Source: an optimization exercise on an open RTL-to-GDS flow (aim: small area and a short achievable clock period). Production flows keep margins and buffers that such runs may drop. At most, simulation tests tie the RTL to the original design; equivalence was not proved. Power and IR drop assume default switching activity.

## BMD_64_RWDMA_FSM
module BMD_64_RWDMA_FSM (
    clk,
    rst_n,
    init_rst_i,
    wdma_rst_o,
    mwr_len_i,
    mwr_count_i,
    wdma_start_o,
    wdma_addr_o,
    wdma_done_i,
    wdma_irq_o,
    next_wdma_addr_i,
    next_wdma_up_addr_i,
    next_wdma_valid_i,
    wdma_start_i,
    wdma_stop_i,
    wdma_running_o,
    wdma_frame_len_i,
    timeframe_end_i,
    wdma_buf_ptr_o,
    wdma_status_o,
    cc_timeout_o
);
For scale: ~1,100 cells after synthesis, roughly 0.0098 mm2 of cells after synthesis.
Settings: LEC_CHECK=0, CAP_MARGIN=20, CORE_MARGIN=2, CORE_UTILIZATION=70, CTS_BUF_LIST=sky130_fd_sc_hd__clkbuf_4 sky130_fd_sc_hd__clkbuf_8, PLACE_DENSITY=0.8, SETUP_SLACK_MARGIN=4.4, SLEW_MARGIN=20, SYNTH_HIERARCHICAL=1, SYNTH_MINIMUM_KEEP_SIZE=0; clock period 8.5 ns.
standard.sh (not shown) runs the stock make flow with config.mk's settings and CLKGATE_MAP_FILE= SYNTH_SCRIPT=/design/flow/synth_recipe.tcl, a recipe that flattens the netlist after the stock synthesis.
==> flow/flow/run.sh <==
#!/bin/bash
# Standard layout (the standard.sh, unchanged synthesis), with two changes:
# - the port buffers are sky130_fd_sc_hd__buf_1 instead of the default
#   clkdlybuf4s50_1, which is larger and slower;
# - clock tree synthesis does not add dummy loads (it otherwise uses the same
#   arguments as ORFS: sink clustering, clock-net repair, CTS_BUF_LIST).
set -euo pipefail
export BUFFER_PORTS_ARGS="-buffer_cell sky130_fd_sc_hd__buf_1"
export CTS_ARGS="-sink_clustering_enable -repair_clock_nets -dont_use_dummy_load -buf_list {sky130_fd_sc_hd__clkbuf_4 sky130_fd_sc_hd__clkbuf_8}"
bash standard.sh finish > flow_make.log 2>&1
Then changed:
SETUP_SLACK_MARGIN = 4.5   (was 4.4)
What happened:
- area after synthesis does not change
- final area grows by about 1%
- via count shrinks by 0.35%
- non-clock buffer count grows by 4
- global-route usage grows by 0.30 points
- routed wire length barely changes
- utilization grows by 0.82 points
- flip-flop and latch count does not change


Another version of the RTL of BMD_64_RWDMA_FSM (not shown whole).
Size in the first run: ~160 I/O pins, about 9700 µm² of cells after synthesis.
export LEC_CHECK = 0
export CAP_MARGIN = 20
export CORE_MARGIN = 2
export CORE_UTILIZATION = 70
export CTS_BUF_LIST = sky130_fd_sc_hd__clkbuf_4 sky130_fd_sc_hd__clkbuf_8
export PLACE_DENSITY = 0.8
export SETUP_SLACK_MARGIN = 4.2
export SLEW_MARGIN = 20
export SYNTH_HIERARCHICAL = 1
export SYNTH_MINIMUM_KEEP_SIZE = 0
create_clock -name core_clock -period 8.5 [get_ports {clk}]
Scripts as last shown in full above: flow/flow/run.sh
==> next run, changes <==
==> flow/flow/run.sh (replaced) <==
#!/bin/bash
# Standard layout, but with sky130_fd_sc_hd__buf_1 as the port buffer cell
# (instead of the default clkdlybuf4s50_1, which is larger and slower).
set -euo pipefail
export BUFFER_PORTS_ARGS="-buffer_cell sky130_fd_sc_hd__buf_1"
bash standard.sh finish > flow_make.log 2>&1
- SETUP_SLACK_MARGIN: 4.2 -> 4.4
Count of clock-buffer cells in the layout is higher by 2.
Non-clock buffer count went up by 10.
Worst hold slack gains 0.022 ns.
Total power is higher by roughly a tenth.
Wire length went up by roughly a tenth.
Critical path depth does not change.
Global-route usage goes up by 1.4 points.
==> next run, changes <==
==> flow/flow/run.sh (replaced) <==
#!/bin/bash
# Standard layout (the standard.sh, unchanged synthesis), with two changes:
# - the port buffers are sky130_fd_sc_hd__buf_1 instead of the default
#   clkdlybuf4s50_1, which is larger and slower;
# - clock tree synthesis does not add dummy loads (it otherwise uses the same
#   arguments as ORFS: sink clustering, clock-net repair, CTS_BUF_LIST).
set -euo pipefail
export BUFFER_PORTS_ARGS="-buffer_cell sky130_fd_sc_hd__buf_1"
export CTS_ARGS="-sink_clustering_enable -repair_clock_nets -dont_use_dummy_load -buf_list {sky130_fd_sc_hd__clkbuf_4 sky130_fd_sc_hd__clkbuf_8}"
bash standard.sh finish > flow_make.log 2>&1
- CORE_UTILIZATION: 70 -> 80
- PLACE_DENSITY: 0.8 -> 0.88
- SETUP_SLACK_MARGIN: 4.4 -> 4.2
Effect:
- The new run went through all stages and came out clean
- first-iteration DRC count rises by about 66%
- synthesized area stays the same
- worst setup slack loses 0.066 ns
==> next run, changes <==
==> flow/flow/run.sh (replaced) <==
#!/bin/bash
# Standard layout, but with sky130_fd_sc_hd__buf_1 as the port buffer cell
# (instead of the default clkdlybuf4s50_1, which is larger and slower).
set -euo pipefail
export BUFFER_PORTS_ARGS="-buffer_cell sky130_fd_sc_hd__buf_1"
bash standard.sh finish > flow_make.log 2>&1
- CORE_UTILIZATION: 80 -> 70
- PLACE_DENSITY: 0.88 -> 0.8
- SETUP_SLACK_MARGIN: 4.2 -> 4.3
What happened: Clock-buffer cell count is higher by 2; die area climbs by roughly a tenth; cell count went up by a few percent; via count shrinks by roughly a tenth; core utilization went down by 7.1 points; setup slack gets better by 0.057 ns; non-clock buffer count rose by 7; area after synthesis is unchanged; final area is higher by a few percent.
==> next run, changes <==
==> flow/flow/run.sh (replaced) <==
#!/bin/bash
# Standard layout (the standard.sh, unchanged synthesis), with two changes:
# - the port buffers are sky130_fd_sc_hd__buf_1 instead of the default
#   clkdlybuf4s50_1, which is larger and slower;
# - clock tree synthesis does not add dummy loads (it otherwise uses the same
#   arguments as ORFS: sink clustering, clock-net repair, CTS_BUF_LIST).
set -euo pipefail
export BUFFER_PORTS_ARGS="-buffer_cell sky130_fd_sc_hd__buf_1"
export CTS_ARGS="-sink_clustering_enable -repair_clock_nets -dont_use_dummy_load -buf_list {sky130_fd_sc_hd__clkbuf_4 sky130_fd_sc_hd__clkbuf_8}"
bash standard.sh finish > flow_make.log 2>&1
What happened: Worst setup slack improved by 0.059 ns; final cell count drops by about 1%; synthesized area does not change; critical path depth fell by 1; via count goes down by about 1%; global-route usage shrinks by 0.21 points; power shrinks by 7.3%.


BMD_64_RWDMA_FSM, a different RTL version from the one above (not shown whole).
Size in the first run: about 1100 cells after synthesis, about 160 I/O pins, about 9600 um^2 of cells after synthesis.
export LEC_CHECK = 0
export CAP_MARGIN = 20
export CORE_MARGIN = 2
export CORE_UTILIZATION = 70
export CTS_BUF_LIST = sky130_fd_sc_hd__clkbuf_4 sky130_fd_sc_hd__clkbuf_8
export PLACE_DENSITY = 0.7
export SETUP_SLACK_MARGIN = 4.2
export SLEW_MARGIN = 20
export SYNTH_HIERARCHICAL = 1
export SYNTH_MINIMUM_KEEP_SIZE = 0
create_clock -name core_clock -period 8.5 [get_ports {clk}]
==> flow/flow/run.sh <==
#!/bin/bash
# Standard layout (the standard.sh, unchanged synthesis), with two changes:
# - the port buffers are sky130_fd_sc_hd__buf_1 instead of the default
#   clkdlybuf4s50_1, which is larger and slower;
# - clock tree synthesis does not add dummy loads (it otherwise uses the same
#   arguments as ORFS: sink clustering, clock-net repair, CTS_BUF_LIST).
set -euo pipefail
export BUFFER_PORTS_ARGS="-buffer_cell sky130_fd_sc_hd__buf_1"
export CTS_ARGS="-sink_clustering_enable -repair_clock_nets -dont_use_dummy_load -buf_list {sky130_fd_sc_hd__clkbuf_4 sky130_fd_sc_hd__clkbuf_8}"
bash standard.sh finish > flow_make.log 2>&1
Then changed:
PLACE_DENSITY = 0.8   (was 0.7)
SETUP_SLACK_MARGIN = 3.9   (was 4.2)
Sequential share of layout area goes up by 0.58 points. Area after synthesis is unchanged. Critical path depth goes down by 1. Utilization goes down by 2.1 points.
Then changed:
SETUP_SLACK_MARGIN = 4.3   (was 3.9)
Setup slack improves by 0.33 ns. Non-clock buffer count increases by 23. Power came out higher by 3.1%. Sequential share of layout area shrinks by 1.4 points. Count of clock-buffer cells in the layout is unchanged. Critical path depth grows by 2. Sequential cell count does not change.


BMD_64_RWDMA_FSM, a different RTL version from the one above (not shown whole).
For scale: about 1100 cells after synthesis, ~120 flip-flops, roughly 160 I/O pins, roughly 9700 um2 of cells after synthesis.
Design BMD_64_RWDMA_FSM, start of the top module:
module BMD_64_RWDMA_FSM (
    clk,
    rst_n,
    init_rst_i,
    wdma_rst_o,
    mwr_len_i,
    mwr_count_i,
    wdma_start_o,
    wdma_addr_o,
    wdma_done_i,
    wdma_irq_o,
    next_wdma_addr_i,
    next_wdma_up_addr_i,
    next_wdma_valid_i,
    wdma_start_i,
    wdma_stop_i,
    wdma_running_o,
    wdma_frame_len_i,
    timeframe_end_i,
    wdma_buf_ptr_o,
    wdma_status_o,
    cc_timeout_o
);
input           clk;
input           rst_n;
input           init_rst_i;
output          wdma_rst_o;
input  [9:0]    mwr_len_i;
input  [15:0]   mwr_count_i;
output          wdma_start_o;
output [39:0]   wdma_addr_o;
input           wdma_done_i;
output          wdma_irq_o;
input  [31:0]   next_wdma_addr_i;
input  [7:0]    next_wdma_up_addr_i;
input           next_wdma_valid_i;
input           wdma_start_i;
input           wdma_stop_i;
output          wdma_running_o;
input  [15:0]   wdma_frame_len_i;
input           timeframe_end_i;
output [15:0]   wdma_buf_ptr_o;
output [3:0]    wdma_status_o;
output          cc_timeout_o;
reg             wdma_irq_o;
  ...
export LEC_CHECK = 0
export CAP_MARGIN = 20
export CORE_MARGIN = 2
export CORE_UTILIZATION = 70
export CTS_BUF_LIST = sky130_fd_sc_hd__clkbuf_4 sky130_fd_sc_hd__clkbuf_8
export PLACE_DENSITY = 0.8
export SETUP_SLACK_MARGIN = 4.3
export SLEW_MARGIN = 20
export SYNTH_HIERARCHICAL = 1
export SYNTH_MINIMUM_KEEP_SIZE = 0
create_clock -name core_clock -period 8.5 [get_ports {clk}]
==> flow/flow/run.sh <==
#!/bin/bash
# Standard layout, but with sky130_fd_sc_hd__buf_1 as the port buffer cell
# (instead of the default clkdlybuf4s50_1, which is larger and slower).
set -euo pipefail
export BUFFER_PORTS_ARGS="-buffer_cell sky130_fd_sc_hd__buf_1"
bash standard.sh finish > flow_make.log 2>&1
The first run passed the timing, DRC and antenna checks.
Next try:
--- a/flow/config.mk
+++ b/flow/config.mk
@@ -10,3 +10,2 @@
-export CORE_UTILIZATION = 70
-export CTS_BUF_LIST = sky130_fd_sc_hd__clkbuf_4 sky130_fd_sc_hd__clkbuf_8
-export PLACE_DENSITY = 0.8
+export CORE_UTILIZATION = 60
+export PLACE_DENSITY = 0.75
=>
- total power came out higher by a few percent
- hold slack degrades by 0.021 ns
- clock skew came out lower by 0.0040 ns
- core utilization came out lower by 12 points
- cell count came out higher by a few percent
- design area came out higher slightly
- die area came out higher by about a fifth
- global-route usage came out lower by 5.5 points
- routed wire length came out lower by a little under a tenth
- combinational power came out lower by a few percent
Function was not checked in any run of this note: the RTL went through the layout flow alone.

[what the ideal ports hide]
The flow's constraints put no driver on any port. The routed layouts listed below were extracted and timed again, unchanged, in two steps.
Step 1 (the two cells are an assumption about what drives the block):
set clk [get_ports {clk}]
set_driving_cell -lib_cell sky130_fd_sc_hd__clkbuf_16 $clk
set_driving_cell -lib_cell sky130_fd_sc_hd__buf_2 [delete_from_list [all_inputs] $clk]
Step 2 moves the port delays by t, midway between the first and last clock arrival at a register: inputs arrive t later, outputs are due t later. That takes back most of the time a late clock gives input paths.
Slacks: no drivers / after step 1 / after step 2; pairs: no drivers / after step 1.
| run | shift t [ns] | slack for setup (ns) | worst register clock-pin slew, ns |
|---|---|---|---|
| the first run of note 1 | 0.473 | 4.433 / 4.396 / 4.009 | 0.07 / 0.07 |
| the second run of note 1 | 0.454 | 4.407 / 4.373 / 4.071 | 0.07 / 0.07 |
| the first run of note 2 | 0.461 | 4.239 / 4.204 / 3.820 | 0.07 / 0.07 |
| the second run of note 2 | 0.476 | 4.138 / 4.102 / 3.921 | 0.08 / 0.08 |
| the third run of note 2 | 0.475 | 4.073 / 4.032 / 3.660 | 0.07 / 0.07 |
| the fourth run of note 2 | 0.485 | 4.129 / 4.091 / 3.817 | 0.08 / 0.08 |
| the fifth run of note 2 | 0.470 | 4.188 / 4.150 / 3.885 | 0.07 / 0.07 |
| the first run of note 3 | 0.468 | 4.244 / 4.243 / 3.775 | 0.08 / 0.08 |
| the second run of note 3 | 0.468 | 3.993 / 4.001 / 3.533 | 0.08 / 0.08 |
| the third run of note 3 | 0.464 | 4.319 / 4.281 / 3.837 | 0.08 / 0.08 |
| the first run of note 4 | 0.475 | 4.206 / 4.169 / 3.814 | 0.08 / 0.08 |
| the second run of note 4 | 0.446 | 4.315 / 4.274 / 3.902 | 0.05 / 0.05 |
After both steps every run listed still meets setup and hold. The setup slack of the third run of note 3, which loses most, moves by -0.038 ns with the drivers and by -0.482 ns with both steps.
